From an optimization exercise on the open Yosys and OpenROAD flow, aimed at a short achievable clock period and few clock cycles; shortcuts taken in it are not production practice. In this exercise RTL edits were held to simulation tests only and were not proved equivalent to the original. Power and IR drop assume default switching activity.

<file path="design.v">
`timescale 1ns / 1ps
module RV32I_Core (
    input  logic        clk,
    input  logic        reset,
    input  logic [31:0] instrCode,
    output logic [31:0] instrMemAddr,
    output logic        dataWe,
    output logic [31:0] dataAddr,
    output logic [31:0] dataWData,
    input  logic [31:0] dataRData,
    output logic        transfer,
    input  logic        ready
);
    function automatic logic [32:0] ks_add(input logic [31:0] x, input logic [31:0] y, input logic cin);
        logic [31:0] g, p, gg, pp, gn, pn;
        logic [32:0] c;
        g = x & y;
        p = x ^ y;
        gg = g;
        gg[0] = g[0] | (p[0] & cin);
        pp = p;
        for (int d = 1; d < 32; d = d * 2) begin
            gn = gg;
            pn = pp;
            for (int i = d; i < 32; i++) begin
                gn[i] = gg[i] | (pp[i] & gg[i-d]);
                pn[i] = pp[i] & pp[i-d];
            end
            gg = gn;
            pp = pn;
        end
        c[0] = cin;
        for (int i = 0; i < 32; i++) c[i+1] = gg[i];
        ks_add = {c[32], p ^ c[31:0]};
    endfunction
    logic [31:0] pc;
    logic        d_valid;
    logic [31:0] d_ir, d_pc, d_pc4, d_tgt, d_bpt;
    logic        d_brt, d_jp;
    localparam int BI = 4;   
    localparam int BT = 8;   
    localparam int NB = 1 << BI;
    logic [NB-1:0]          bv;
    logic [NB-1:0][BT-1:0]  btag;
    logic [NB-1:0][31:0]    btgt;
    logic [NB-1:0][1:0]     bctr;
    logic        e_valid;
    logic [31:0] e_a, e_b, e_sd, e_pre, e_alt, e_pc, e_tgt, e_jpt;
    logic        e_is_ld, e_ldw, e_is_st, e_is_br, e_is_jalr, e_is_jal, e_is_auipc;
    logic        e_pred, e_jp, e_wb;
    logic [ 2:0] e_f3;
    logic [ 4:0] e_rd;
    logic        e_s_add, e_s_sub, e_s_slt, e_s_sltu, e_s_xor, e_s_or, e_s_and;
    logic        e_s_sll, e_s_srl, e_s_sra, e_s_pre;
    logic        w_wen;
    logic [ 4:0] w_rd;
    logic [31:0] w_res;
    localparam int QN = 4;   
    logic [QN-1:0]       qv, qwe, qld;
    logic [QN-1:0][31:0] qaddr, qwd;
    logic [QN-1:0][ 4:0] qrd;
    logic        l_valid;
    logic [ 4:0] l_rd;
    logic [31:0] l_data;
    logic [31:0] rf[1:31];
    assign instrMemAddr = pc;
    wire [31:0] pc4 = pc + 32'd4;
    wire [BI-1:0] fidx  = pc[BI+1:2];
    wire          f_hit = bv[fidx] && btag[fidx] == pc[BI+BT+1:BI+2];
    wire          f_btk = f_hit && bctr[fidx][1];
    wire [6:0]  f_op    = instrCode[6:0];
    wire        f_isjal = f_op == 7'b1101111;
    wire        f_isbr  = f_op == 7'b1100011;
    wire        f_isjr  = f_op == 7'b1100111;
    wire [31:0] f_immJ  = {{12{instrCode[31]}}, instrCode[19:12], instrCode[20], instrCode[30:21], 1'b0};
    wire [31:0] f_immB  = {{20{instrCode[31]}}, instrCode[7], instrCode[30:25], instrCode[11:8], 1'b0};
    wire [31:0] f_immU  = {instrCode[31:12], 12'b0};
    wire [31:0] f_imm   = f_isjal ? f_immJ : (f_isbr ? f_immB : f_immU);
    wire [32:0] f_add   = ks_add(pc, f_imm, 1'b0);
    wire [31:0] f_tgt   = f_add[31:0];
    wire        f_brt   = f_hit ? bctr[fidx][1] : instrCode[31];
    wire [31:0] f_npc   = (f_isjal || (f_isbr && f_brt)) ? f_tgt :
                          (f_isjr && f_btk) ? btgt[fidx] : pc4;
    wire [6:0] op  = d_ir[6:0];
    wire [2:0] f3  = d_ir[14:12];
    wire [4:0] rs1 = d_ir[19:15];
    wire [4:0] rs2 = d_ir[24:20];
    wire [4:0] rd  = d_ir[11:7];
    wire is_lui  = (op == 7'b0110111);
    wire is_auipc= (op == 7'b0010111);
    wire is_jal  = (op == 7'b1101111);
    wire is_jalr = (op == 7'b1100111);
    wire is_br   = (op == 7'b1100011);
    wire is_ld   = (op == 7'b0000011);
    wire is_st   = (op == 7'b0100011);
    wire is_opi  = (op == 7'b0010011);
    wire is_op   = (op == 7'b0110011);
    wire uses_rs1 = is_jalr | is_br | is_ld | is_st | is_opi | is_op;
    wire uses_rs2 = is_br | is_st | is_op;
    wire writes_rd = (is_lui | is_auipc | is_jal | is_jalr | is_ld | is_opi | is_op) && (rd != 5'd0);
    wire [31:0] immI  = {{20{d_ir[31]}}, d_ir[31:20]};
    wire [31:0] immS  = {{20{d_ir[31]}}, d_ir[31:25], d_ir[11:7]};
    wire [31:0] immU  = {d_ir[31:12], 12'b0};
    logic [31:0] imm_alu;
    always_comb begin
        if (is_st) imm_alu = immS;
        else if (is_opi && (f3 == 3'b001 || f3 == 3'b101)) imm_alu = {27'b0, d_ir[24:20]};
        else if (is_opi && f3 == 3'b011) imm_alu = {20'b0, d_ir[31:20]};
        else imm_alu = immI;
    end
    logic [31:0] rfr[0:31];
    always_comb begin
        rfr[0] = 32'd0;
        for (int i = 1; i < 32; i++) rfr[i] = rf[i];
    end
    logic [31:0] r1v, r2v;
    always_comb begin
        if (w_wen && w_rd == rs1) r1v = w_res;
        else if (l_valid && l_rd == rs1) r1v = l_data;
        else r1v = rfr[rs1];
        if (w_wen && w_rd == rs2) r2v = w_res;
        else if (l_valid && l_rd == rs2) r2v = l_data;
        else r2v = rfr[rs2];
    end
    wire [3:0] acode = (is_op || (is_opi && f3 == 3'b101)) ? {d_ir[30], f3} : {1'b0, f3};
    wire alu_op = is_op | is_opi;
    wire e_wr = e_valid && e_wb;
    wire fw1  = e_wr && (e_rd == rs1) && (rs1 != 5'd0);
    wire fw2  = e_wr && (e_rd == rs2) && (rs2 != 5'd0);
    wire e_ldp = e_valid && e_ldw;
    wire q0m1  = qv[0] && qld[0] && qrd[0] == rs1;
    wire q0m2  = qv[0] && qld[0] && qrd[0] == rs2;
    logic p_rs1, p_rs2;
    always_comb begin
        p_rs1 = e_ldp && e_rd == rs1;
        p_rs2 = e_ldp && e_rd == rs2;
        for (int i = 1; i < QN; i++) begin
            p_rs1 = p_rs1 | (qv[i] && qld[i] && qrd[i] == rs1);
            p_rs2 = p_rs2 | (qv[i] && qld[i] && qrd[i] == rs2);
        end
    end
    wire hazard = (uses_rs1 && rs1 != 5'd0 && !fw1 && (p_rs1 || (q0m1 && !ready))) ||
                  (uses_rs2 && rs2 != 5'd0 && !fw2 && (p_rs2 || (q0m2 && !ready)));
    wire [31:0] o1v = fw1 ? res : ((q0m1 && ready) ? dataRData : r1v);
    wire [31:0] o2v = fw2 ? res : ((q0m2 && ready) ? dataRData : r2v);
    wire e_mem = e_valid && (e_is_ld || e_is_st);
    wire mem_block = (is_ld || is_st) && (qv[QN-1] || (qv[QN-2] && e_mem));
    wire d_hold    = d_valid && (hazard || mem_block);
    wire        fuse    = is_jalr && e_valid && e_is_auipc && e_rd == rs1 && rs1 != 5'd0;
    wire [32:0] f_sum   = ks_add(e_pre, immI, 1'b0);
    wire [31:0] ftgt    = f_sum[31:0];
    wire [31:0] fk      = (e_pre & immI) | ((e_pre | immI) & ~d_bpt);
    wire        fuse_ok = d_jp && ((e_pre ^ immI ^ d_bpt) == {fk[30:0], 1'b0});
    wire        d_redir = d_valid && fuse && !fuse_ok;
    wire [31:0] a = e_a;
    wire [31:0] b = e_b;
    wire [32:0] add_o = ks_add(a, b, 1'b0);
    wire [32:0] sub_o = ks_add(a, ~b, 1'b1);
    wire [31:0] sum   = add_o[31:0];
    wire [31:0] diff  = sub_o[31:0];
    wire        ltu   = !sub_o[32];
    wire        lts   = (a[31] ^ b[31]) ? a[31] : diff[31];
    wire        eq    = a == b;
    wire        bhi   = |b[31:5];
    wire [31:0] sll   = bhi ? 32'd0 : (a << b[4:0]);
    wire [31:0] srl   = bhi ? 32'd0 : (a >> b[4:0]);
    wire [31:0] sra   = $signed(a) >>> b[4:0];
    wire [31:0] res = ({32{e_s_add}}  & sum)  |
                      ({32{e_s_sub}}  & diff) |
                      ({32{e_s_slt}}  & {31'd0, lts}) |
                      ({32{e_s_sltu}} & {31'd0, ltu}) |
                      ({32{e_s_xor}}  & (a ^ b)) |
                      ({32{e_s_or}}   & (a | b)) |
                      ({32{e_s_and}}  & (a & b)) |
                      ({32{e_s_sll}}  & sll) |
                      ({32{e_s_srl}}  & srl) |
                      ({32{e_s_sra}}  & sra) |
                      ({32{e_s_pre}}  & e_pre);
    logic taken;
    always_comb begin
        case (e_f3)
            3'b000:    taken = eq;
            3'b001:    taken = !eq;
            3'b100:    taken = lts;
            3'b101:    taken = !lts;
            3'b110:   taken = ltu;
            3'b111:   taken = !ltu;
            default: taken = 1'b0;
        endcase
    end
    wire [31:0] jk       = (a & b) | ((a | b) & ~e_jpt);
    wire        jalr_mis = !e_jp || ((a ^ b ^ e_jpt) != {jk[30:0], 1'b0});
    wire        redirect = e_valid && ((e_is_jalr && jalr_mis) || (e_is_br && (taken != e_pred)));
    wire [31:0] redirect_pc = e_is_jalr ? sum : e_alt;
    always_ff @(posedge clk, posedge reset) begin
        if (reset) begin
            pc      <= 32'd0;
            d_valid <= 1'b0;
            e_valid <= 1'b0;
            w_wen   <= 1'b0;
        end else begin
            if (redirect) begin
                pc      <= redirect_pc;
                d_valid <= 1'b0;
            end else if (d_hold) begin
            end else if (d_redir) begin
                pc      <= ftgt;
                d_valid <= 1'b0;
            end else begin
                pc      <= f_npc;
                d_valid <= 1'b1;
            end
            e_valid <= d_valid && !d_hold && !redirect;
            w_wen   <= e_valid && e_wb;
        end
    end
    always_ff @(posedge clk) begin
        if (!d_hold) begin
            d_ir  <= instrCode;
            d_pc  <= pc;
            d_pc4 <= pc4;
            d_tgt <= f_tgt;
            d_brt <= f_brt;
            d_jp  <= f_btk;
            d_bpt <= btgt[fidx];
        end
        e_a       <= o1v;
        e_b       <= (is_op || is_br) ? o2v : imm_alu;
        e_sd      <= o2v;
        e_pre     <= is_lui ? immU : (is_auipc ? d_tgt : d_pc4);
        e_alt     <= d_brt ? d_pc4 : d_tgt;
        e_pred    <= d_brt;
        e_pc      <= d_pc;
        e_tgt     <= d_tgt;
        e_jp      <= d_jp || fuse;
        e_jpt     <= fuse ? ftgt : d_bpt;
        e_is_ld   <= is_ld;
        e_ldw     <= is_ld && (rd != 5'd0);
        e_is_st   <= is_st;
        e_is_br   <= is_br;
        e_is_jalr <= is_jalr;
        e_is_jal  <= is_jal;
        e_is_auipc<= is_auipc;
        e_wb      <= writes_rd && !is_ld;
        e_f3      <= f3;
        e_rd      <= rd;
        e_s_add   <= alu_op && acode == 4'b0000;
        e_s_sub   <= alu_op && acode == 4'b1000;
        e_s_sll   <= alu_op && acode[2:0] == 3'b001;
        e_s_slt   <= alu_op && acode[2:0] == 3'b010;
        e_s_sltu  <= alu_op && acode[2:0] == 3'b011;
        e_s_xor   <= alu_op && acode[2:0] == 3'b100;
        e_s_srl   <= alu_op && acode == 4'b0101;
        e_s_sra   <= alu_op && acode == 4'b1101;
        e_s_or    <= alu_op && acode[2:0] == 3'b110;
        e_s_and   <= alu_op && acode[2:0] == 3'b111;
        e_s_pre   <= is_lui | is_auipc | is_jal | is_jalr;
        w_rd      <= e_rd;
        w_res     <= res;
    end
    logic          u_v, u_tk;
    logic [BI-1:0] u_idx;
    logic [BT-1:0] u_tag;
    logic [31:0]   u_tgt;
    always_ff @(posedge clk, posedge reset) begin
        if (reset) u_v <= 1'b0;
        else u_v <= e_valid && (e_is_br || e_is_jal || e_is_jalr);
    end
    always_ff @(posedge clk) begin
        u_tk  <= !e_is_br || taken;
        u_idx <= e_pc[BI+1:2];
        u_tag <= e_pc[BI+BT+1:BI+2];
        u_tgt <= e_is_jalr ? sum : e_tgt;
    end
    wire u_hit = bv[u_idx] && btag[u_idx] == u_tag;
    always_ff @(posedge clk, posedge reset) begin
        if (reset) bv <= '0;
        else if (u_v && u_tk) bv[u_idx] <= 1'b1;
    end
    always_ff @(posedge clk) begin
        if (u_v) begin
            if (u_tk) begin
                btag[u_idx] <= u_tag;
                btgt[u_idx] <= u_tgt;
                bctr[u_idx] <= (u_hit && bctr[u_idx] != 2'b11) ? bctr[u_idx] + 2'd1 : (u_hit ? 2'b11 : 2'b10);
            end else if (u_hit && bctr[u_idx] != 2'b00) begin
                bctr[u_idx] <= bctr[u_idx] - 2'd1;
            end
        end
    end
    always_ff @(posedge clk) begin
        for (int i = 1; i < 32; i++) begin
            if (w_wen && w_rd == 5'(i)) rf[i] <= w_res;
            else if (l_valid && l_rd == 5'(i)) rf[i] <= l_data;
        end
    end
    assign transfer  = qv[0];
    assign dataAddr  = qaddr[0];
    assign dataWData = qwd[0];
    assign dataWe    = qwe[0];
    wire e_wany = e_valid && (e_wb || e_ldw);
    logic [QN-1:0] kill_q;
    always_comb
        for (int i = 0; i < QN; i++) kill_q[i] = e_wany && qld[i] && qrd[i] == e_rd;
    wire shift = qv[0] && ready;
    logic [QN-1:0] sv, nv, take;
    always_comb begin
        for (int i = 0; i < QN; i++) sv[i] = shift ? ((i + 1 < QN) ? qv[(i+1)%QN] : 1'b0) : qv[i];
        for (int i = 0; i < QN; i++) begin
            take[i] = e_mem && !sv[i] && ((i == 0) ? 1'b1 : sv[(i+QN-1)%QN]);
            nv[i]   = sv[i] | take[i];
        end
    end
    always_ff @(posedge clk, posedge reset) begin
        if (reset) begin
            qv      <= '0;
            l_valid <= 1'b0;
        end else begin
            l_valid <= shift && qld[0] && !kill_q[0];
            qv      <= nv;
        end
    end
    always_ff @(posedge clk) begin
        l_data <= dataRData;
        if (shift) l_rd <= qrd[0];
        for (int i = 0; i < QN; i++) begin
            if (take[i]) begin
                qaddr[i] <= sum;
                qwd[i]   <= e_sd;
                qwe[i]   <= e_is_st;
                qld[i]   <= e_ldw;
                qrd[i]   <= e_rd;
            end else if (shift && i + 1 < QN) begin
                qaddr[i] <= qaddr[(i+1)%QN];
                qwd[i]   <= qwd[(i+1)%QN];
                qwe[i]   <= qwe[(i+1)%QN];
                qld[i]   <= qld[(i+1)%QN] && !kill_q[(i+1)%QN];
                qrd[i]   <= qrd[(i+1)%QN];
            end else if (kill_q[i]) begin
                qld[i]   <= 1'b0;
            end
        end
    end
endmodule
</file>
<file path="run.sh">
#!/bin/bash
# synth_recipe.tcl (not shown) runs the flow's synth.tcl, then flattens the netlist and writes it again
# the make line also repeats each setting of config.mk as NAME=value (left out here)
make -C /OpenROAD-flow-scripts/flow DESIGN_CONFIG=/design/flow/config.mk WORK_HOME=/design/flow/orfs CLKGATE_MAP_FILE= SYNTH_SCRIPT=/design/flow/synth_recipe.tcl finish
</file>
<file path="config.mk">
export PLATFORM = sky130hd
export DESIGN_NAME = RV32I_Core
export DESIGN_NICKNAME = RV32I_Core
export VERILOG_FILES = /design/flow/design.v
export SDC_FILE = /design/flow/constraint.sdc
export NUM_CORES = 4
export LEC_CHECK = 0
export CAP_MARGIN = 20
export CORE_MARGIN = 2
export CORE_UTILIZATION = 35
export SETUP_SLACK_MARGIN = 5
export SLEW_MARGIN = 20
</file>
<file path="constraint.sdc">
create_clock -name core_clock -period 10.0 [get_ports {clk}]
set_input_delay 2.0000 -clock core_clock [delete_from_list [all_inputs] [get_ports {clk}]]
set_output_delay 2.0000 -clock core_clock [all_outputs]
set_load 0.01 [all_outputs]
</file>
==> results of run 1 <==
## cell type report
class	count	area, µm²
multi-input cells	7486	61960
diodes	53	132.6
inverters	313	1227
clock buffers	399	8265
flip-flops and latches	2530	72030
repair buffers	604	5622
repair inverters	1	5.005
well taps	5220	6531
fillers	37200	234300
clock inverters	139	1345
## registers in the layout, summed over array words and instances, names as in the netlist, 128 cells and up
name   cells
btag     128
rf       992
qwd      128
btgt     512
qaddr    128
## per-layer routing
metal  wire length [µm]  vias to the layer above
li1                   -                    43350
met1             235500                    55750
met2             264400                     9829
met3              90920                     2643
met4              54870                       16
met5                398                        -
## critical path, cell delays in order (launching register included)
cell      delay [ns]
edfxtp_1        0.32
buf_4           0.44
nand3b_1        0.45
nor2_4          0.94
buf_4           0.64
a22oi_1         0.13
nand4_1         0.14
nor3_1          0.06
a31oi_1         0.41
mux2i_1         0.13
o21ai_0         1.06
mux2_2          0.36
## logic make-up after synthesis
group,count (synthesis)
xor gates and xnor gates,293
buffers and inverters,1393
muxes,1840
adders and majority gates,264
AOI/OAI and AO/OA,2720
and+or+nand+nor,2367
DFF,2530
## worst paths after layout
path | to | slack (ns) | cells past startpoint
min in group asynchronous | l_valid | 1.66 | 3
min | u_tag[2] | 0.33 | 0
max in group asynchronous | pc[4] | 7.51 | 3
min reg2reg | u_tag[2] | 0.33 | 0
max reg2reg | e_sd[27] | 4.78 | 11
max | e_sd[27] | 4.78 | 11
## power groups by stage
stage | Sequential (W) | Clock (W) | Combinational [W]
after detailed placement | 0.0140 | 0 | 0.0106
final | 0.0138 | 0.0111 | 0.0114
after CTS | 0.0137 | 0.0110 | 0.0109
after global routing | 0.0139 | 0.0114 | 0.0118
after floorplan | 0.0132 | 0 | 0.00668
after global placement | 0.0140 | 0 | 0.0106
## repair_timing
item | in CTS | in global routing
gates cloned | 9 | 5
gates resized for setup | 168 | 140
buffers inserted | 61 | 37
endpoints found under the hold margin | 0 | 0
pin swaps | 42 | 65
endpoints found under the setup margin | 81 | 69
## stage by stage
| step | utilization [%] | cell area (µm²) | power, W | setup TNS, ns |
|---|---|---|---|---|
| 3_5_place_dp | 37.07 | 145100 | 0.02456 | 0 |
| 4_1_cts | 39.86 | 156000 | 0.03567 | 0 |
| 5_1_grt | 40.13 | 157000 | 0.03709 | 0 |
| 2_1_floorplan | - | 137500 | 0.01989 | -315.90 |
| 3_3_place_gp | 37.01 | 144900 | 0.02454 | 0 |
| 6_report | 40.14 | 157100 | 0.03619 | 0 |
## cells in the final DEF, fill, tap and decap left out, drive strengths merged, types with 25 or more instances in the layout
cell           Yosys  final
nor2b             46     46
o211ai            37     37
and2              35     35
and3              61     61
clkinv             6    105
mux2i            142    142
mux2            1397   1397
a221oi            48     48
a21o              97     97
o21a              25     25
clkdlybuf4s50      0    156
inv              307    318
nor4              95     95
nand2b            48     49
a211oi           103    103
o21ai            642    642
nor3             151    151
dfxtp            379    379
a31oi             46     46
a22o             190    190
mux4             301    301
nor2             445    445
diode              0     53
nand3            167    167
or3               30     30
fa                67     67
dfrtp             57     57
o21bai            34     34
o22ai             38     38
xor2             147    147
clkbuf           806    405
buf              274    436
xnor2            146    146
ha               197    197
nand2           1144   1145
a21oi            274    274
nand4             75     75
a222oi            64     64
edfxtp          2094   2094
a22oi            923    923
==> summary.txt, run 1 <==
status finished clean; count of max-cap constraint violations 0; logic gate share of total power 31.4%; DRC marker count from the first detailed-route iteration 22,410; Cell Count Post-Placement 16,040; Vias per Instance 6.664; Int Pwr 0.02285 W; Critical Path Fanout Max 22; critical path arrival 6.07 ns; first element of the critical path d_ir[22]; Area growth, synth to finish 14.43%; total CTS buffers 295; number of buffers inserted for hold repair after clock tree synthesis 0; number of levels in the clock H-tree 5; first-pass GRT wire length 872,500 µm; register area share after synthesis 52.36%; final critical delay including setup and external delays 5.224 ns; yosys synthesis warning count 3; period utilization 52.24%; Post-Synth Adder-Cell Area 2.772%; total net switching power 0.01334 W; worst slack at placement 2.912 ns; Nets 11,560; final hold slack 0.3264 ns; Syn Inst Count 11,410; part of the total power dissipated in the clock network 30.5%; total congestion overflow after global routing 0; clock insertion delay at the later pin of the skew report 1.01 ns; CTS Sinks 2,530; total half-perimeter wirelength after legalization and detailed placement 391,100 µm; static leakage 56.34 nW; list of most frequent post-synthesis cells edfxtp_1 (2,094), mux2_2 (1,397), nand2_1 (1,144); netlist area before placement 137,300 µm²; number of storage elements in the synthesis netlist 2,530; proportion of layout cells with a drive suffix above 1 26.39%; reg-to-reg startpoint d_ir[22]; critical path type reg2reg; cell type with the highest aggregate area in the netlist edfxtp_1; GRT Max-Usage Layer met2; CP endpoint kind register; met1 track demand over resource 39.98%; antenna violations before repair 72; first drt pass iteration count 14; global-route usage over all layers 31.28%; # setup viols final 0; maximum achievable frequency 0.1914 GHz; CTS Buffer Depth 4; WP data required 10.85 ns; CTS clock-pin slew for the worst setup and hold paths 0.06 ns; WL per Instance 38.58 µm; x dimension of the die 630.3 µm; global-route track usage on met2 44.54%; final non-filler cell total 16,750; path class of the lowest-slack min-delay path reg2reg; post-synthesis net count 11,740; TritonCTS clock tree done; Simple-Gate Fraction of Synth Area 7.697%; most repeated cell in the gate-level netlist after synthesis edfxtp_1; slew at the pin closest to its max-slew limit 1.378 ns; final weighted congestion in routability-driven placement 0.9935; core box area 391,400 µm²; cell row count 230; sequential share of power 38.1%; vias after detailed routing 111,600; max-slew violations 0; CTS root buffer clkbuf_16; Critical Path Source Type register; post-route ant nets 0; VDD IR-drop max 262.9 µV; Mean Syn Cell Area 12.04 µm²; xor/xnor cell area share of the yosys netlist 1.869%; initial standard-cell utilization of the core 35.08%; dominant combinational cell family by area after synthesis multiplexers; total wire length 646,100 µm; share of synthesized flip-flops with an asynchronous set or reset 2.253%; Synth top area share 45.80%; largest clock skew in the final design 0.1165 ns; die height 630.3 µm; DR DRC count 0; GR Layer Usage met3 10.80%; net switching share of the total power 36.87%; maximum number of pins on one net before global-route repair 165; Post-synth EDFFs 2,094; via count of the first global-routing pass 104,100; top area cells in the synthesized netlist edfxtp_1 (46%), mux2_2 (11%), dfxtp_1 (5.5%); minimum setup slack in the final design 4.776 ns; dominant synthesized flop cell edfxtp_1; number of hold violations in the final report 0; synthesized-area fraction occupied by ao, oa, aoi and oai cells 13.76%; unrepaired setup endpoints after global routing yes; quantity of I/O buffers inserted on ports 164; multiplexer fraction of the synthesized cell area 17.43%; PD cells 230.3 nW/µm²; number of distinct library cells after synthesis 105; full die area 397,300 µm²; I/O pin count 165; worst hold path startpoint e_pc[8]; relative slew slack 7.939%
Testbench counts, summed over its fixed seeds: cycles 28,472.
==> run 2, diff against run 1 <==
--- a/design.v
+++ b/design.v
@@ -33,21 +33,35 @@
         for (int i = 0; i < 32; i++) c[i+1] = gg[i];
         ks_add = {c[32], p ^ c[31:0]};
     endfunction
+    function automatic logic [1:0] cmp31(input logic [30:0] x, input logic [30:0] y);
+        logic [31:0] l, g;
+        l = {1'b0, ~x & y};
+        g = {1'b0, x & ~y};
+        for (int w = 1; w < 32; w = w * 2) begin
+            for (int i = 0; i + w < 32; i = i + 2 * w) begin
+                l[i] = l[i+w] | (~g[i+w] & l[i]);
+                g[i] = g[i+w] | (~l[i+w] & g[i]);
+            end
+        end
+        cmp31 = {l[0], g[0]};
+    endfunction
     logic [31:0] pc;
     logic        d_valid;
-    logic [31:0] d_ir, d_pc, d_pc4, d_tgt, d_bpt;
-    logic        d_brt, d_jp;
+    logic [31:0] d_ir, d_pc, d_pc4;
+    logic        d_brt, d_bp;
+    logic [31:0] d_bpt;
     localparam int BI = 4;   
     localparam int BT = 8;   
     localparam int NB = 1 << BI;
     logic [NB-1:0]          bv;
     logic [NB-1:0][BT-1:0]  btag;
-    logic [NB-1:0][31:0]    btgt;
     logic [NB-1:0][1:0]     bctr;
+    logic [NB-1:0][31:0]    btgt;
     logic        e_valid;
-    logic [31:0] e_a, e_b, e_sd, e_pre, e_alt, e_pc, e_tgt, e_jpt;
+    logic [31:0] e_a, e_b, e_sd, e_pre, e_alt, e_pc, e_tgt;
     logic        e_is_ld, e_ldw, e_is_st, e_is_br, e_is_jalr, e_is_jal, e_is_auipc;
-    logic        e_pred, e_jp, e_wb;
+    logic        e_wb, e_jmis;
+    logic        e_m_eq, e_m_ne, e_m_lt, e_m_ge, e_m_ltu, e_m_geu, e_m_any;
     logic [ 2:0] e_f3;
     logic [ 4:0] e_rd;
     logic        e_s_add, e_s_sub, e_s_slt, e_s_sltu, e_s_xor, e_s_or, e_s_and;
@@ -55,7 +69,7 @@
     logic        w_wen;
     logic [ 4:0] w_rd;
     logic [31:0] w_res;
-    localparam int QN = 4;   
+    localparam int QN = 6;   
     logic [QN-1:0]       qv, qwe, qld;
     logic [QN-1:0][31:0] qaddr, qwd;
     logic [QN-1:0][ 4:0] qrd;
@@ -67,20 +81,10 @@
     wire [31:0] pc4 = pc + 32'd4;
     wire [BI-1:0] fidx  = pc[BI+1:2];
     wire          f_hit = bv[fidx] && btag[fidx] == pc[BI+BT+1:BI+2];
-    wire          f_btk = f_hit && bctr[fidx][1];
     wire [6:0]  f_op    = instrCode[6:0];
-    wire        f_isjal = f_op == 7'b1101111;
-    wire        f_isbr  = f_op == 7'b1100011;
-    wire        f_isjr  = f_op == 7'b1100111;
-    wire [31:0] f_immJ  = {{12{instrCode[31]}}, instrCode[19:12], instrCode[20], instrCode[30:21], 1'b0};
-    wire [31:0] f_immB  = {{20{instrCode[31]}}, instrCode[7], instrCode[30:25], instrCode[11:8], 1'b0};
-    wire [31:0] f_immU  = {instrCode[31:12], 12'b0};
-    wire [31:0] f_imm   = f_isjal ? f_immJ : (f_isbr ? f_immB : f_immU);
-    wire [32:0] f_add   = ks_add(pc, f_imm, 1'b0);
-    wire [31:0] f_tgt   = f_add[31:0];
     wire        f_brt   = f_hit ? bctr[fidx][1] : instrCode[31];
-    wire [31:0] f_npc   = (f_isjal || (f_isbr && f_brt)) ? f_tgt :
-                          (f_isjr && f_btk) ? btgt[fidx] : pc4;
+    wire        f_bp    = f_hit && bctr[fidx][1];
+    wire [31:0] f_npc   = f_bp ? btgt[fidx] : pc4;
     wire [6:0] op  = d_ir[6:0];
     wire [2:0] f3  = d_ir[14:12];
     wire [4:0] rs1 = d_ir[19:15];
@@ -101,6 +105,18 @@
     wire [31:0] immI  = {{20{d_ir[31]}}, d_ir[31:20]};
     wire [31:0] immS  = {{20{d_ir[31]}}, d_ir[31:25], d_ir[11:7]};
     wire [31:0] immU  = {d_ir[31:12], 12'b0};
+    wire [31:0] immB  = {{20{d_ir[31]}}, d_ir[7], d_ir[30:25], d_ir[11:8], 1'b0};
+    wire [31:0] immJ  = {{12{d_ir[31]}}, d_ir[19:12], d_ir[20], d_ir[30:21], 1'b0};
+    wire [31:0] imm_pc = is_jal ? immJ : (is_br ? immB : immU);
+    wire [32:0] tgt_o  = ks_add(d_pc, imm_pc, 1'b0);
+    wire [31:0] tgt    = tgt_o[31:0];
+    wire        fuse   = is_jalr && e_valid && e_is_auipc && e_rd == rs1 && rs1 != 5'd0;
+    wire [32:0] ftgt_o = ks_add(e_pre, immI, 1'b0);
+    wire [31:0] j_base = fuse ? e_pre : d_pc;
+    wire [31:0] j_off  = fuse ? immI : imm_pc;
+    wire [31:0] j_k    = (j_base & j_off) | ((j_base | j_off) & ~d_bpt);
+    wire        tgt_ok = d_bp && ((j_base ^ j_off ^ d_bpt) == {j_k[30:0], 1'b0});
+    wire [31:0] d_jt   = fuse ? ftgt_o[31:0] : tgt;
     logic [31:0] imm_alu;
     always_comb begin
         if (is_st) imm_alu = immS;
@@ -146,20 +162,25 @@
     wire e_mem = e_valid && (e_is_ld || e_is_st);
     wire mem_block = (is_ld || is_st) && (qv[QN-1] || (qv[QN-2] && e_mem));
     wire d_hold    = d_valid && (hazard || mem_block);
-    wire        fuse    = is_jalr && e_valid && e_is_auipc && e_rd == rs1 && rs1 != 5'd0;
-    wire [32:0] f_sum   = ks_add(e_pre, immI, 1'b0);
-    wire [31:0] ftgt    = f_sum[31:0];
-    wire [31:0] fk      = (e_pre & immI) | ((e_pre | immI) & ~d_bpt);
-    wire        fuse_ok = d_jp && ((e_pre ^ immI ^ d_bpt) == {fk[30:0], 1'b0});
-    wire        d_redir = d_valid && fuse && !fuse_ok;
+    wire [31:0] zk    = e_a | e_b;
+    wire        ezero = (e_a ^ e_b) == {zk[30:0], 1'b0};
+    wire        bz    = is_br && (f3 == 3'b000 || f3 == 3'b001) && e_valid && e_wb && e_s_add &&
+                        ((rs2 == 5'd0 && rs1 == e_rd) || (rs1 == 5'd0 && rs2 == e_rd));
+    wire        bz_tk = (f3 == 3'b000) ? ezero : !ezero;
+    wire        br_pt   = bz ? bz_tk : d_brt;
+    wire        to_tgt  = is_jal || fuse || (is_br && br_pt);
+    wire        d_redir = d_valid && (to_tgt ? !tgt_ok : (d_bp && !(is_jalr && !fuse)));
+    wire [31:0] d_rpc   = to_tgt ? d_jt : d_pc4;
+    wire br_chk = is_br && !bz && !(d_ir[31:25] == 7'd0 && d_ir[11:7] == 5'b00100);
     wire [31:0] a = e_a;
     wire [31:0] b = e_b;
     wire [32:0] add_o = ks_add(a, b, 1'b0);
     wire [32:0] sub_o = ks_add(a, ~b, 1'b1);
     wire [31:0] sum   = add_o[31:0];
     wire [31:0] diff  = sub_o[31:0];
-    wire        ltu   = !sub_o[32];
-    wire        lts   = (a[31] ^ b[31]) ? a[31] : diff[31];
+    wire [1:0]  c31   = cmp31(a[30:0], b[30:0]);
+    wire        ltu   = (!a[31] && b[31]) || (!(a[31] && !b[31]) && c31[1]);
+    wire        lts   = (a[31] && !b[31]) || (!(!a[31] && b[31]) && c31[1]);
     wire        eq    = a == b;
     wire        bhi   = |b[31:5];
     wire [31:0] sll   = bhi ? 32'd0 : (a << b[4:0]);
@@ -176,21 +197,12 @@
                       ({32{e_s_srl}}  & srl) |
                       ({32{e_s_sra}}  & sra) |
                       ({32{e_s_pre}}  & e_pre);
-    logic taken;
-    always_comb begin
-        case (e_f3)
-            3'b000:    taken = eq;
-            3'b001:    taken = !eq;
-            3'b100:    taken = lts;
-            3'b101:    taken = !lts;
-            3'b110:   taken = ltu;
-            3'b111:   taken = !ltu;
-            default: taken = 1'b0;
-        endcase
-    end
-    wire [31:0] jk       = (a & b) | ((a | b) & ~e_jpt);
-    wire        jalr_mis = !e_jp || ((a ^ b ^ e_jpt) != {jk[30:0], 1'b0});
-    wire        redirect = e_valid && ((e_is_jalr && jalr_mis) || (e_is_br && (taken != e_pred)));
+    wire taken = (e_f3 == 3'b000)  ? eq   : (e_f3 == 3'b001)  ? !eq  :
+                 (e_f3 == 3'b100)  ? lts  : (e_f3 == 3'b101)  ? !lts :
+                 (e_f3 == 3'b110) ? ltu  : (e_f3 == 3'b111) ? !ltu : 1'b0;
+    wire br_mis = (e_m_eq && eq) || (e_m_ne && !eq) || (e_m_lt && lts) ||
+                  (e_m_ge && !lts) || (e_m_ltu && ltu) || (e_m_geu && !ltu) || e_m_any;
+    wire redirect = e_valid && (e_jmis || br_mis);
     wire [31:0] redirect_pc = e_is_jalr ? sum : e_alt;
     always_ff @(posedge clk, posedge reset) begin
         if (reset) begin
@@ -204,7 +216,7 @@
                 d_valid <= 1'b0;
             end else if (d_hold) begin
             end else if (d_redir) begin
-                pc      <= ftgt;
+                pc      <= d_rpc;
                 d_valid <= 1'b0;
             end else begin
                 pc      <= f_npc;
@@ -219,21 +231,25 @@
             d_ir  <= instrCode;
             d_pc  <= pc;
             d_pc4 <= pc4;
-            d_tgt <= f_tgt;
             d_brt <= f_brt;
-            d_jp  <= f_btk;
+            d_bp  <= f_bp;
             d_bpt <= btgt[fidx];
         end
         e_a       <= o1v;
         e_b       <= (is_op || is_br) ? o2v : imm_alu;
         e_sd      <= o2v;
-        e_pre     <= is_lui ? immU : (is_auipc ? d_tgt : d_pc4);
-        e_alt     <= d_brt ? d_pc4 : d_tgt;
-        e_pred    <= d_brt;
+        e_pre     <= is_lui ? immU : (is_auipc ? tgt : d_pc4);
+        e_alt     <= d_brt ? d_pc4 : tgt;
+        e_tgt     <= d_jt;
+        e_m_eq    <= br_chk && ((f3 == 3'b000  && !d_brt) || (f3 == 3'b001  && d_brt));
+        e_m_ne    <= br_chk && ((f3 == 3'b000  && d_brt)  || (f3 == 3'b001  && !d_brt));
+        e_m_lt    <= br_chk && ((f3 == 3'b100  && !d_brt) || (f3 == 3'b101  && d_brt));
+        e_m_ge    <= br_chk && ((f3 == 3'b100  && d_brt)  || (f3 == 3'b101  && !d_brt));
+        e_m_ltu   <= br_chk && ((f3 == 3'b110 && !d_brt) || (f3 == 3'b111 && d_brt));
+        e_m_geu   <= br_chk && ((f3 == 3'b110 && d_brt)  || (f3 == 3'b111 && !d_brt));
+        e_m_any   <= br_chk && (f3 == 3'b010 || f3 == 3'b011) && d_brt;
+        e_jmis    <= is_jalr && !fuse;
         e_pc      <= d_pc;
-        e_tgt     <= d_tgt;
-        e_jp      <= d_jp || fuse;
-        e_jpt     <= fuse ? ftgt : d_bpt;
         e_is_ld   <= is_ld;
         e_ldw     <= is_ld && (rd != 5'd0);
         e_is_st   <= is_st;
@@ -264,13 +280,13 @@
     logic [31:0]   u_tgt;
     always_ff @(posedge clk, posedge reset) begin
         if (reset) u_v <= 1'b0;
-        else u_v <= e_valid && (e_is_br || e_is_jal || e_is_jalr);
+        else u_v <= e_valid && (e_is_br || e_is_jal || (e_is_jalr && !e_jmis));
     end
     always_ff @(posedge clk) begin
         u_tk  <= !e_is_br || taken;
+        u_tgt <= e_tgt;
         u_idx <= e_pc[BI+1:2];
         u_tag <= e_pc[BI+BT+1:BI+2];
-        u_tgt <= e_is_jalr ? sum : e_tgt;
     end
     wire u_hit = bv[u_idx] && btag[u_idx] == u_tag;
     always_ff @(posedge clk, posedge reset) begin
--- a/config.mk
+++ b/config.mk
@@ -7,6 +7,6 @@
 export LEC_CHECK = 0
 export CAP_MARGIN = 20
 export CORE_MARGIN = 2
-export CORE_UTILIZATION = 35
+export CORE_UTILIZATION = 30
 export SETUP_SLACK_MARGIN = 5
 export SLEW_MARGIN = 20
==> run 2 against run 1 <==
Highest routed layer unchanged. Die area up 21%. Combinational power down 5%. Critical path depth up 2. Now fails the layout checks on antenna rules. Clock skew up 0.0033 ns. Clock power about the same. Critical path type unchanged. Via count up 5.7%. Design area up 4.0%. Routed wire length up 4.5%. Area after synthesis up 4.1%. Power up 0.17%. Synthesized cell count up 4.8%.
==> summary.txt, run 2 <==
status failed layout checks; layout violations antenna rules; max reg flops 992 (unchanged); total CTS buffers 296 (+0.34%); reg-to-reg startpoint d_ir[23]; quantity of I/O buffers inserted on ports 164 (unchanged); final hold slack 0.3241 ns (-0.002218 ns); Int Pwr 0.02299 W (+0.62%); WL per Instance 36.96 µm (-4.2%); Placement Cell Area 151,900 µm² (+4.7%); top library cells by usage in the layout, fill and taps aside edfxtp_1 (2,223), mux2_2 (1,385), nand2_1 (1,085), o21ai_0 (745), a22oi_1 (635); x dimension of the die 694.4 µm (+10%); maximum achievable frequency 0.1912 GHz (-0.14%); CP endpoint kind register; most common cell after layout, fill and taps aside edfxtp_1; series of cell instances along the critical path buf_4 > nor3b_2 > buf_4 > and2_2 > buf_4 > a22o_1 > a221oi_1 > nand3_1 > nor4_1 > o211ai_1 > o21ai_2 > o21ai_0 > mux2_2; max-slew violations 0 (unchanged); yosys synthesis warning count 3 (unchanged); worst hold path startpoint e_tgt[3]; total wire length 675,400 µm (+4.5%); CTS root buffer clkbuf_16; final total negative setup slack 0 ns (unchanged); Nets 12,030 (+4.1%); proportion of layout cells with a drive suffix above 1 24.48% (-1.9 points); Syn Inst Count 11,950 (+4.8%); initial standard-cell utilization of the core 30.12% (-5.0 points); clock insertion delay at the later pin of the skew report 0.99 ns (-0.02 ns); die height 694.4 µm (+10%); largest clock skew in the final design 0.1198 ns (+0.003346 ns); kind of cell with the highest combined delay on the critical path simple AND/OR/NAND/NOR gates; worst reg2reg setup slack 4.77 ns (about the same); Area growth, synth to finish 14.28%; cell with the largest stage delay on the worst path and2_2; Critical Path Source Type register; vias after detailed routing 118,000 (+5.7%); number of storage elements in the synthesis netlist 2,635 (+4.2%); PD cells 221.8 nW/µm² (-3.7%); cell type with the highest aggregate area in the netlist edfxtp_1; full die area 482,200 µm² (+21%); TritonCTS clock tree done; register area share after synthesis 52.65% (+0.29 points); critical path type reg2reg; DR DRC count 0 (unchanged); most flop-heavy register rf; WP data required 10.89 ns (+0.04 ns); critical path arrival 6.12 ns (+0.05 ns); static leakage 57.92 nW (+2.8%); core box area 474,800 µm² (+21%); largest registers rf x992, btgt x512; worst flop-to-flop path endpoint e_sd[25]; Post-synth EDFFs 2,223 (+6.2%); maximum number of pins on one net before global-route repair 170 (+3.0%); total net switching power 0.01326 W (-0.60%); first-pass GRT wire length 910,400 µm (+4.3%); Hold Path Cell Cnt 0 (unchanged); VDD IR-drop max 213.0 µV (-19%); sequential share of power 39.7% (+1.6 points); antenna violations before repair 65 (-9.7%); part of the total power dissipated in the clock network 30.6% (about the same); count of max-cap constraint violations 0 (unchanged); total half-perimeter wirelength after legalization and detailed placement 403,400 µm (+3.1%); top area cells in the synthesized netlist edfxtp_1 (47%), mux2_2 (11%), dfxtp_1 (4.9%); number of levels in the clock H-tree 5 (unchanged); Crit. path cell count 13 (+2); net switching share of the total power 36.58% (-0.28 points); via count of the first global-routing pass 108,400 (+4.1%); first drt pass iteration count 14 (unchanged); Bufs and invs on worst path 3 (+1); endpoint of the worst hold path u_tgt[3]; post-layout instance area 163,400 µm² (+4.0%); global-route usage over all layers 26.74% (-4.5 points); Synth top area share 46.68% (+0.88 points); path class of the lowest-slack min-delay path reg2reg; Critical Path Fanout Max 27 (+23%); minimum setup slack in the final design 4.769 ns (-0.007080 ns); I/O pin count 165 (unchanged); final critical delay including setup and external delays 5.231 ns (+0.007080 ns); CTS clock-pin slew for the worst setup and hold paths 0.07 ns (about the same); Vias per Instance 6.456 (-3.1%); slew at the pin closest to its max-slew limit 1.399 ns (+0.02147 ns); share of synthesized flip-flops with an asynchronous set or reset 2.239% (-0.014 points); slowest stage delay, CP 1.04 ns (-0.02 ns); number of hold violations in the final report 0 (unchanged); cell row count 253 (+10%); post-route ant nets 1 (+1); CTS Sinks 2,635 (+4.2%); CP dominant cell by count buf_4; logic gate share of total power 29.7% (-1.7 points); # setup viols final 0 (unchanged); CTS Buffer Depth 4 (unchanged); number of distinct library cells after synthesis 96 (-8.6%); DRC marker count from the first detailed-route iteration 24,860 (+11%); post-synthesis net count 12,250 (+4.4%); Design Power 0.03625 W (+0.17%); netlist area before placement 143,000 µm² (+4.1%); Mean Syn Cell Area 11.96 µm² (-0.62%); Worst R2R Path Depth 13 (+2); number of buffers inserted for hold repair after clock tree synthesis 0 (unchanged); final weighted congestion in routability-driven placement 1.021 (+2.8%); relative slew slack 6.726% (-1.2 points); total congestion overflow after global routing 0 (unchanged); worst slack at placement 3.140 ns (+0.2279 ns); most repeated cell in the gate-level netlist after synthesis edfxtp_1; period utilization 52.31% (+0.071 points); list of most frequent post-synthesis cells edfxtp_1 (2,223), mux2_2 (1,385), nand2_1 (1,127); dominant synthesized flop cell edfxtp_1; unrepaired setup endpoints after global routing yes
==> run 2: power by group through the flow <==
stage | combinational [W] | sequential, W | clock (W)
2_1_floorplan | 0.00655 | 0.0136 | 0
3_3_place_gp | 0.0102 | 0.0146 | 0
3_5_place_dp | 0.0102 | 0.0145 | 0
4_1_cts | 0.0104 | 0.0143 | 0.0111
5_1_grt | 0.0112 | 0.0144 | 0.0115
6_report | 0.0108 | 0.0144 | 0.0111
==> run 2: worst max path at each step <==
stage | end | slack [ns] | from
after floorplan | btag[0] | -0.50 | u_v
after global placement | pc[5] | 3.23 | d_ir[2]
after detailed placement | pc[16] | 3.14 | d_ir[2]
after CTS | pc[16] | 4.96 | d_ir[5]
after global routing | pc[30] | 4.94 | d_ir[5]
final | e_sd[25] | 4.77 | d_ir[23]
==> run 2: timing repair <==
item,in CTS,in global routing
buffers inserted,21,37
endpoints found under the hold margin,0,0
pin swaps,10,24
gates cloned,6,10
endpoints found under the setup margin,180,140
gates resized for setup,92,79
==> run 2: kinds of logic after synthesis <==
group | count (synthesis) | share of synthesized area, %
xor+xnor | 314 | 1.923
compound gates | 2898 | 14.12
simple gates | 2663 | 8.660
mux | 1841 | 16.59
fa+ha+maj | 232 | 2.214
buf+inv | 1371 | 3.834
flops | 2635 | 52.65
==> run 2: final cells by class <==
type | count | area, µm²
tap | 6247 | 7816
antenna | 55 | 137.6
fill | 46800 | 311400
inverter | 214 | 832.0
clock buffer | 402 | 8122
clock inverter | 133 | 1409
sequential | 2635 | 75340
timing repair buffer | 637 | 5954
multi-input combinational | 7950 | 63810
==> run 2: through the flow <==
stage | instances | util [%]
floorplan | 11950 | -
global placement | 17600 | 31.97
detailed placement | 17600 | 32.00
CTS | 18160 | 34.16
global route | 18230 | 34.39
finish | 18270 | 34.42
==> run 2: metal layers <==
layer  GRT usage, %  part of all wire [%]
met3          11.06                    15
met5         0.2200                 0.098
met2          36.82                    40
met1          35.02                    37
met4          15.21                   7.5
Testbench counts of run 2, summed over its fixed seeds: cycles 28,342.

-- separate check: timing with driven ports --
The flow's constraints put no driver on any port. The routed layouts listed below were extracted and timed again, unchanged, in two steps. Step 1 (the two cells are an assumption about what drives the block):
set clk [get_ports {clk}]
set_driving_cell -lib_cell sky130_fd_sc_hd__clkbuf_16 $clk
set_driving_cell -lib_cell sky130_fd_sc_hd__buf_2 [delete_from_list [all_inputs] $clk]
Step 2, shift: input delay + t, output delay - t, t = (earliest + latest rising clock arrival at the registers) / 2. This alone moves slack from input paths to output paths. Slacks: no drivers / after step 1 / after step 2; pairs: no drivers / after step 1.
| run | t, ns | slack for setup (ns) | hold slack, ns | worst setup path after step 2 | worst data-port slew with drivers (ns) |
|---|---|---|---|---|---|
| run 1 | 1.052 | 4.776 / 4.776 / 3.868 | 0.326 / 0.326 / 0.326 | input to register | 0.37 |
| run 2 | 1.056 | 4.769 / 4.769 / 4.035 | 0.324 / 0.324 / 0.324 | input to register | 0.32 |
For run 1, which loses most, drivers alone change the setup slack by 0.000 ns; drivers and shift together by -0.908 ns.
